This is an optimization exercise on Yosys and OpenROAD, whose aim is small area, not a production implementation. Function was checked by simulation only, so behaviour that the tests miss may differ from the original. The clock port is modelled as an ideal driver; clocking choices that lean on that would not hold on a real chip. No activity file was given, so power comes from the tool's default toggle rates.

## top
module top(
    input clk,
    input rst,
    output [8:0] RAM_address,
    output [7:0] RAM_data_in,
    input  [7:0] RAM_data_out,
    output RAM_rw
);
Size: ~460 cells after synthesis, ~170 flip-flops.
==> flow/config.mk <==
export PLATFORM = sky130hd
export DESIGN_NAME = top
export DESIGN_NICKNAME = top
export VERILOG_FILES = /design/flow/design.v
export SDC_FILE = /design/flow/constraint.sdc
export NUM_CORES = 4
export LEC_CHECK = 0
export ABC_AREA = 1
export CAP_MARGIN = 20
export CORE_MARGIN = 2
export CORE_UTILIZATION = 55
export GPL_TIMING_DRIVEN = 0
export PLACE_DENSITY = 0.85
export SLEW_MARGIN = 20
==> flow/constraint.sdc <==
create_clock -name core_clock -period 5.0 [get_ports {clk}]
set_input_delay 1.0000 -clock core_clock [delete_from_list [all_inputs] [get_ports {clk}]]
set_output_delay 1.0000 -clock core_clock [all_outputs]
set_load 0.01 [all_outputs]
standard.sh (not shown) runs the stock make flow with config.mk's settings and CLKGATE_MAP_FILE= SYNTH_SCRIPT=/design/flow/synth_recipe.tcl, a recipe that flattens the netlist after the stock synthesis.
==> flow/flow/run.sh <==
#!/bin/bash
# The standard layout (standard.sh) with these changes:
#  - synthesis maps the logic with the area-oriented ABC script in
#    flow/abc_area.script and without the full-adder extraction (same
#    Yosys passes otherwise, same registers and names);
#  - each port gets the smallest buffer (buf_1);
#  - the clock tree is built from clkbuf_8 without dummy loads, and right
#    after it is built each clock buffer is swapped for the smallest clock
#    buffer that keeps every flip-flop clock pin's slew under a margin
#    (flow/clkbuf_downsize.tcl).
# The ORFS logs of every step stay under orfs/logs; make's output goes to
# standard.log here.
set -e
rm -rf scripts_area
cp -r "$FLOW_HOME/scripts" scripts_area
cp flow/abc_area.script scripts_area/abc_area.script
cp flow/clkbuf_downsize.tcl scripts_area/clkbuf_downsize.tcl
sed -i 's|^log_cmd clock_tree_synthesis {\*}\$cts_args$|&\nsource $::env(SCRIPTS_DIR)/clkbuf_downsize.tcl|' scripts_area/cts.tcl
grep -q clkbuf_downsize scripts_area/cts.tcl
export SCRIPTS_DIR="$PWD/scripts_area"
export ADDER_MAP_FILE=
export BUFFER_PORTS_ARGS="-buffer_cell sky130_fd_sc_hd__buf_1"
export CTS_ARGS="-sink_clustering_enable -repair_clock_nets -dont_use_dummy_load -buf_list sky130_fd_sc_hd__clkbuf_8"
bash standard.sh > standard.log 2>&1
==> flow/flow/abc_area.script <==
strash
ifraig
scorr
dc2
dc2
strash
dch -f
amap -F 3 -A 8
==> flow/flow/clkbuf_downsize.tcl <==
proc clkds_worst_slew {} {
  set worst 0
  foreach pin [get_pins -hierarchical */CLK] {
    set s [get_property $pin slew_max]
    if { $s > $worst } { set worst $s }
  }
  return $worst
}
proc clkds_net_slew { net } {
  set worst 0
  foreach it [$net getITerms] {
    if { [[$it getMTerm] getName] == "CLK" } {
      set s [get_property [get_pins [$it getName]] slew_max]
      if { $s > $worst } { set worst $s }
    }
  }
  return $worst
}
set clkds_lim 0.105
estimate_parasitics -placement
set clkds_start [clkds_worst_slew]
puts "clkbuf_downsize: worst flip-flop clock slew before: $clkds_start"
foreach clkds_inst [[ord::get_db_block] getInsts] {
  set clkds_master [[$clkds_inst getMaster] getName]
  if { ![string match sky130_fd_sc_hd__clkbuf_* $clkds_master] } { continue }
  set clkds_name [$clkds_inst getName]
  set clkds_net [[$clkds_inst findITerm X] getNet]
  set clkds_leaf 0
  foreach clkds_it [$clkds_net getITerms] {
    if { [[$clkds_it getMTerm] getName] == "CLK" } { set clkds_leaf 1 }
  }
  if { $clkds_leaf } {
    set clkds_cands {sky130_fd_sc_hd__clkbuf_4}
  } else {
    set clkds_cands {sky130_fd_sc_hd__clkbuf_2 sky130_fd_sc_hd__clkbuf_4}
  }
  foreach clkds_cand $clkds_cands {
    if { $clkds_cand == $clkds_master } { break }
    replace_cell [get_cells $clkds_name] $clkds_cand
    estimate_parasitics -placement
    set clkds_ok 1
    if { $clkds_leaf && [clkds_net_slew $clkds_net] > $clkds_lim } { set clkds_ok 0 }
    if { [clkds_worst_slew] > [expr { max($clkds_lim, $clkds_start) }] } { set clkds_ok 0 }
    if { $clkds_ok } {
      puts "clkbuf_downsize: $clkds_name $clkds_master -> $clkds_cand"
      break
    }
    replace_cell [get_cells $clkds_name] $clkds_master
    estimate_parasitics -placement
  }
}
puts "clkbuf_downsize: worst flip-flop clock slew after: [clkds_worst_slew]"
Then changed:
==> flow/flow/abc_area.script (replaced) <==
strash
ifraig
scorr
dc2
strash
dch -f
amap
--- a/flow/flow/clkbuf_downsize.tcl
+++ b/flow/flow/clkbuf_downsize.tcl
@@ -18,3 +18,3 @@
 }
-set clkds_lim 0.105
+set clkds_lim 0.110
 estimate_parasitics -placement
GPL_TIMING_DRIVEN = unset   (was 0)
Non-clock buffer count goes up by 4.
Final area came out higher slightly.
Global-route usage goes up by 0.60 points.
Then changed:
--- a/flow/flow/clkbuf_downsize.tcl
+++ b/flow/flow/clkbuf_downsize.tcl
@@ -18,3 +18,3 @@
 }
-set clkds_lim 0.110
+set clkds_lim 0.105
 estimate_parasitics -placement
Critical path depth rose by 1.
Total power is about the same.
Core utilization is about the same.
Via count stays flat.
Fmax fell by 0.70%.
Sequential share of layout area is about the same.
Synthesized cell count stays the same.
Design area barely changes.
Then changed:
==> flow/flow/abc_area.script (replaced) <==
strash
ifraig
scorr
dc2
dc2
strash
dch -f
amap -F 3 -A 8
Routed wire length is about the same.
Die area fell by 0.36%.
Critical path depth fell by 1.
Power stays flat.
Combinational power fell by 12%.


red:
Another version of the RTL of top (not shown whole).
Size in the first run: ~5100 um2 of cells after synthesis.
// top
module top(
    input clk,
    input rst,
    output [8:0] RAM_address,
    output [7:0] RAM_data_in,
    input  [7:0] RAM_data_out,
    output RAM_rw
);
    localparam [2:0] CA = 3'd0;   
    localparam [2:0] CJ = 3'd1;   
    localparam [2:0] CE = 3'd3;   
    localparam [2:0] CI = 3'd2;   
    localparam [2:0] CL = 3'd4;   
    localparam [2:0] CS = 3'd6;   
    localparam [2:0] OADD = 3'd0, OSUB = 3'd1, OAND = 3'd2, OOR = 3'd3,
                     OSLT = 3'd4, OXOR = 3'd5, OSHL = 3'd6, OSHR = 3'd7;
    wire [2:0] ph;
    wire [3:0] stp;
    wire clr, cur;
    wire [2:0] cls;
    wire as, sload, we, pcw, zcmp, zld, ald, opx, opf, rw, last, region;
    wire [1:0] k, fsel;
    wire [2:0] dsrc;
    wire g;
    ctl u_ctl(.clk(clk), .rst(rst), .dm(RAM_data_out), .ph(ph), .stp(stp), .clr(clr), .cur(cur),
              .cls(cls), .as(as), .k(k), .fsel(fsel), .dsrc(dsrc), .sload(sload), .we(we), .pcw(pcw),
              .zcmp(zcmp), .zld(zld), .ald(ald), .opx(opx), .opf(opf), .rw(rw), .region(region), .g(g));
    wire [2:0] S;
    reg  [2:0] f;
    always @* begin
        case (fsel)
            2'd0: f = RAM_data_out[2:0];
            2'd1: f = RAM_data_out[7:5];
            2'd2: f = RAM_data_out[5:3];
            default: f = S;
        endcase
    end
    wire P, wbit;
    rf u_rf(.clk(clk), .f(f), .we(we), .clr(clr), .wbit(wbit), .P(P));
    wire pc_out, pcnew;
    wire [2:0] op;
    pcop u_pcop(.clk(clk), .cur(cur), .clr(clr), .ph(ph), .pcw(pcw), .pcnew(pcnew), .pc_out(pc_out),
                .dm(RAM_data_out), .opx(opx), .opf(opf), .op(op));
    dp u_dp(.clk(clk), .ph(ph), .stp(stp), .cls(cls), .clr(clr), .dm(RAM_data_out), .P(P), .pc_out(pc_out),
            .op(op), .as(as), .k(k), .dsrc(dsrc), .sload(sload), .pcw(pcw), .zcmp(zcmp), .zld(zld),
            .ald(ald), .region(region), .S(S), .wbit(wbit), .pcnew(pcnew),
  ...
Settings: LEC_CHECK=0, ABC_AREA=1, CAP_MARGIN=20, CORE_MARGIN=2, CORE_UTILIZATION=65, SLEW_MARGIN=20; clock period 5.0 ns.
==> flow/flow/abc_area.script <==
strash
ifraig
scorr
dc2
strash
dch -f
amap
==> flow/flow/clkbuf_downsize.tcl <==
proc clkds_worst_slew {} {
  set worst 0
  foreach pin [get_pins -hierarchical */CLK] {
    set s [get_property $pin slew_max]
    if { $s > $worst } { set worst $s }
  }
  return $worst
}
set clkds_lim 0.105
estimate_parasitics -placement
puts "clkbuf_downsize: worst flip-flop clock slew before: [clkds_worst_slew]"
foreach clkds_inst [[ord::get_db_block] getInsts] {
  set clkds_master [[$clkds_inst getMaster] getName]
  if { ![string match sky130_fd_sc_hd__clkbuf_* $clkds_master] } { continue }
  set clkds_name [$clkds_inst getName]
  set clkds_leaf 0
  foreach clkds_it [[[$clkds_inst findITerm X] getNet] getITerms] {
    if { [[$clkds_it getMTerm] getName] == "CLK" } { set clkds_leaf 1 }
  }
  if { $clkds_leaf } {
    set clkds_cands {sky130_fd_sc_hd__clkbuf_4}
  } else {
    set clkds_cands {sky130_fd_sc_hd__clkbuf_2 sky130_fd_sc_hd__clkbuf_4}
  }
  foreach clkds_cand $clkds_cands {
    if { $clkds_cand == $clkds_master } { break }
    replace_cell [get_cells $clkds_name] $clkds_cand
    estimate_parasitics -placement
    if { [clkds_worst_slew] <= $clkds_lim } {
      puts "clkbuf_downsize: $clkds_name $clkds_master -> $clkds_cand"
      break
    }
    replace_cell [get_cells $clkds_name] $clkds_master
    estimate_parasitics -placement
  }
}
puts "clkbuf_downsize: worst flip-flop clock slew after: [clkds_worst_slew]"
Scripts as last shown in full above: flow/flow/run.sh
red reached the final stage; the timing, design-rule and antenna checks on its layout passed.
Setup changes, red to blue
Settings: a change of CORE_UTILIZATION from 65 to 55.
## What came out
No stage failed in blue, and the final checks on the layout all came back clean.
Sequential fraction of total cell area was higher in the run labelled red.
Overall power of blue exceeds that of red slightly.
blue vs. red: via count of the routed design fell by 4.5%, area after detailed placement stayed essentially flat.
[compare] base=red new=blue: initial antenna violation count flat; final instance area climbed about 0.5%; wire length went down by about 10%.
Diff red -> blue | number of iterations in the first detailed-routing pass | decrease of 1
Cell-internal power: blue vs red up about 1%


ember:
Another version of the RTL of top (not shown whole).
Size in the first run: roughly 170 flip-flops, about 5900 µm² of cells after synthesis.
export LEC_CHECK = 0
export CAP_MARGIN = 20
export CORE_MARGIN = 2
export CORE_UTILIZATION = 40
export SLEW_MARGIN = 20
create_clock -name core_clock -period 5.0 [get_ports {clk}]
==> flow/flow/run.sh <==
#!/bin/bash
# Standard layout, but with the smallest buffer on the ports and a clock tree
# built from small clock buffers without dummy loads.
set -e
cp standard.sh standard.sh.txt
export BUFFER_PORTS_ARGS="-buffer_cell sky130_fd_sc_hd__buf_1"
export CTS_ARGS="-sink_clustering_enable -repair_clock_nets -dont_use_dummy_load -buf_list {sky130_fd_sc_hd__clkbuf_4 sky130_fd_sc_hd__clkbuf_8}"
bash standard.sh > standard.log 2>&1
[inputs] tundra vs ember
==> flow/run.sh (new file) <==
#!/bin/bash
# synth_recipe.tcl (not shown) runs the flow's synth.tcl, then flattens the netlist and writes it again
# the make line also repeats each setting of config.mk as NAME=value (left out here)
make -C /OpenROAD-flow-scripts/flow DESIGN_CONFIG=/design/flow/config.mk WORK_HOME=/design/flow/orfs CLKGATE_MAP_FILE= SYNTH_SCRIPT=/design/flow/synth_recipe.tcl finish
removed: flow/flow/run.sh
removed: flow/standard.sh
--- outcome ---
Wire: tundra routes more than ember
Compared with ember, tundra has less setup slack.
tundra falls short of ember in final total power.
Any difference in via count between tundra and ember is small enough to ignore.
Final cycle utilization of the critical path ended up 0.60 points higher on tundra than on ember.
On post-synthesis simple-gate area fraction, tundra tracks ember almost exactly.


top, a different RTL version from the one above (not shown whole).
For scale: roughly 450 cells after synthesis, about 170 flip-flops, about 28 I/O pins, roughly 4900 µm² of cells after synthesis.
Design top, start of the top module:
module top(
    input clk,
    input rst,
    output [8:0] RAM_address,
    output [7:0] RAM_data_in,
    input  [7:0] RAM_data_out,
    output RAM_rw
);
Settings: LEC_CHECK=0, ABC_AREA=1, CAP_MARGIN=20, CORE_MARGIN=2, CORE_UTILIZATION=55, GPL_TIMING_DRIVEN=0, PLACE_DENSITY=0.85, SLEW_MARGIN=20; clock period 5.0 ns.
==> flow/flow/run.sh <==
#!/bin/bash
# The standard layout (standard.sh) with these changes:
#  - synthesis maps the logic with the area-oriented ABC script in
#    flow/abc_area.script and without the full-adder extraction (same
#    Yosys passes otherwise, same registers and names);
#  - each port gets the smallest buffer (buf_1);
#  - the clock tree is built from clkbuf_8 without dummy loads, and right
#    after it is built each clock buffer is swapped for the smallest clock
#    buffer that keeps every flip-flop clock pin's slew under a margin
#    (flow/clkbuf_downsize.tcl).
# The ORFS logs of every step stay under orfs/logs; make's output goes to
# standard.log here.
set -e
rm -rf scripts_area
cp -r "$FLOW_HOME/scripts" scripts_area
cp flow/abc_area.script scripts_area/abc_area.script
cp flow/clkbuf_downsize.tcl scripts_area/clkbuf_downsize.tcl
sed -i 's|^log_cmd clock_tree_synthesis {\*}\$cts_args$|&\nsource $::env(SCRIPTS_DIR)/clkbuf_downsize.tcl|' scripts_area/cts.tcl
grep -q clkbuf_downsize scripts_area/cts.tcl
export SCRIPTS_DIR="$PWD/scripts_area"
export ADDER_MAP_FILE=
export BUFFER_PORTS_ARGS="-buffer_cell sky130_fd_sc_hd__buf_1"
export CTS_ARGS="-sink_clustering_enable -repair_clock_nets -dont_use_dummy_load -buf_list sky130_fd_sc_hd__clkbuf_8"
bash standard.sh > standard.log 2>&1
==> flow/flow/clkbuf_downsize.tcl <==
proc clkds_worst_slew {} {
  set worst 0
  foreach pin [get_pins -hierarchical */CLK] {
    set s [get_property $pin slew_max]
    if { $s > $worst } { set worst $s }
  }
  return $worst
}
proc clkds_net_slew { net } {
  set worst 0
  foreach it [$net getITerms] {
    if { [[$it getMTerm] getName] == "CLK" } {
      set s [get_property [get_pins [$it getName]] slew_max]
      if { $s > $worst } { set worst $s }
    }
  }
  return $worst
}
set clkds_lim 0.105
estimate_parasitics -placement
set clkds_start [clkds_worst_slew]
puts "clkbuf_downsize: worst flip-flop clock slew before: $clkds_start"
foreach clkds_inst [[ord::get_db_block] getInsts] {
  set clkds_master [[$clkds_inst getMaster] getName]
  if { ![string match sky130_fd_sc_hd__clkbuf_* $clkds_master] } { continue }
  set clkds_name [$clkds_inst getName]
  set clkds_net [[$clkds_inst findITerm X] getNet]
  set clkds_leaf 0
  foreach clkds_it [$clkds_net getITerms] {
    if { [[$clkds_it getMTerm] getName] == "CLK" } { set clkds_leaf 1 }
  }
  if { $clkds_leaf } {
    set clkds_cands {sky130_fd_sc_hd__clkbuf_4}
  } else {
    set clkds_cands {sky130_fd_sc_hd__clkbuf_2 sky130_fd_sc_hd__clkbuf_4}
  }
  foreach clkds_cand $clkds_cands {
    if { $clkds_cand == $clkds_master } { break }
    replace_cell [get_cells $clkds_name] $clkds_cand
    estimate_parasitics -placement
    set clkds_ok 1
    if { $clkds_leaf && [clkds_net_slew $clkds_net] > $clkds_lim } { set clkds_ok 0 }
    if { [clkds_worst_slew] > [expr { max($clkds_lim, $clkds_start) }] } { set clkds_ok 0 }
    if { $clkds_ok } {
      puts "clkbuf_downsize: $clkds_name $clkds_master -> $clkds_cand"
      break
    }
    replace_cell [get_cells $clkds_name] $clkds_master
    estimate_parasitics -placement
  }
}
puts "clkbuf_downsize: worst flip-flop clock slew after: [clkds_worst_slew]"
Other scripts of this flow, unchanged in this note and not shown: flow/flow/abc_area.script
Next try:
--- a/flow/flow/clkbuf_downsize.tcl
+++ b/flow/flow/clkbuf_downsize.tcl
@@ -17,5 +17,5 @@
   return $worst
 }
-set clkds_lim 0.105
+set clkds_lim 0.110
 estimate_parasitics -placement
 set clkds_start [clkds_worst_slew]
Result: Total power barely changes; die area stays the same; maximum frequency barely changes; final cell count is unchanged; routed wire length does not change; worst hold slack stays flat; count of clock-buffer cells in the layout does not change; clock power hardly moves; setup slack degrades by 0.0094 ns; via count is lower slightly.

what the ideal ports hide:
No port has a modelled driver above. Below, the same layouts with a new extraction and two added sets of constraints.
Step 1 (the two cells are an assumption about what drives the block):
set clk [get_ports {clk}]
set_driving_cell -lib_cell sky130_fd_sc_hd__clkbuf_16 $clk
set_driving_cell -lib_cell sky130_fd_sc_hd__buf_2 [delete_from_list [all_inputs] $clk]
Step 2, shift: input delay + t, output delay - t, t = (earliest + latest rising clock arrival at the registers) / 2. This alone moves slack from input paths to output paths.
Slacks: ideal / step 1 / step 2; pairs: ideal / step 1.
run	t, ns	setup slack, ns	slew at the worst register clock pin (ns)	worst data-port slew with drivers (ns)
the first run of note 1	0.536	0.313 / 0.313 / 0.313	0.11 / 0.11	0.03
the second run of note 1	0.714	0.494 / 0.494 / 0.494	0.11 / 0.11	0.03
the third run of note 1	0.558	0.463 / 0.463 / 0.463	0.11 / 0.11	0.03
the fourth run of note 1	0.435	0.431 / 0.431 / 0.431	0.10 / 0.10	0.03
red	0.737	0.297 / 0.297 / 0.297	0.11 / 0.11	0.05
blue	0.692	0.476 / 0.476 / 0.476	0.10 / 0.10	0.04
ember	0.465	0.751 / 0.751 / 0.482	0.10 / 0.10	0.03
tundra	0.457	0.721 / 0.721 / 0.351	0.07 / 0.07	0.03
the first run of note 4	0.549	0.288 / 0.288 / 0.288	0.11 / 0.11	0.04
the second run of note 4	0.710	0.279 / 0.279 / 0.279	0.11 / 0.11	0.04
After both steps setup and hold are still met in every run listed. For tundra, which loses most, drivers alone change the setup slack by 0.000 ns; drivers and shift together by -0.370 ns.
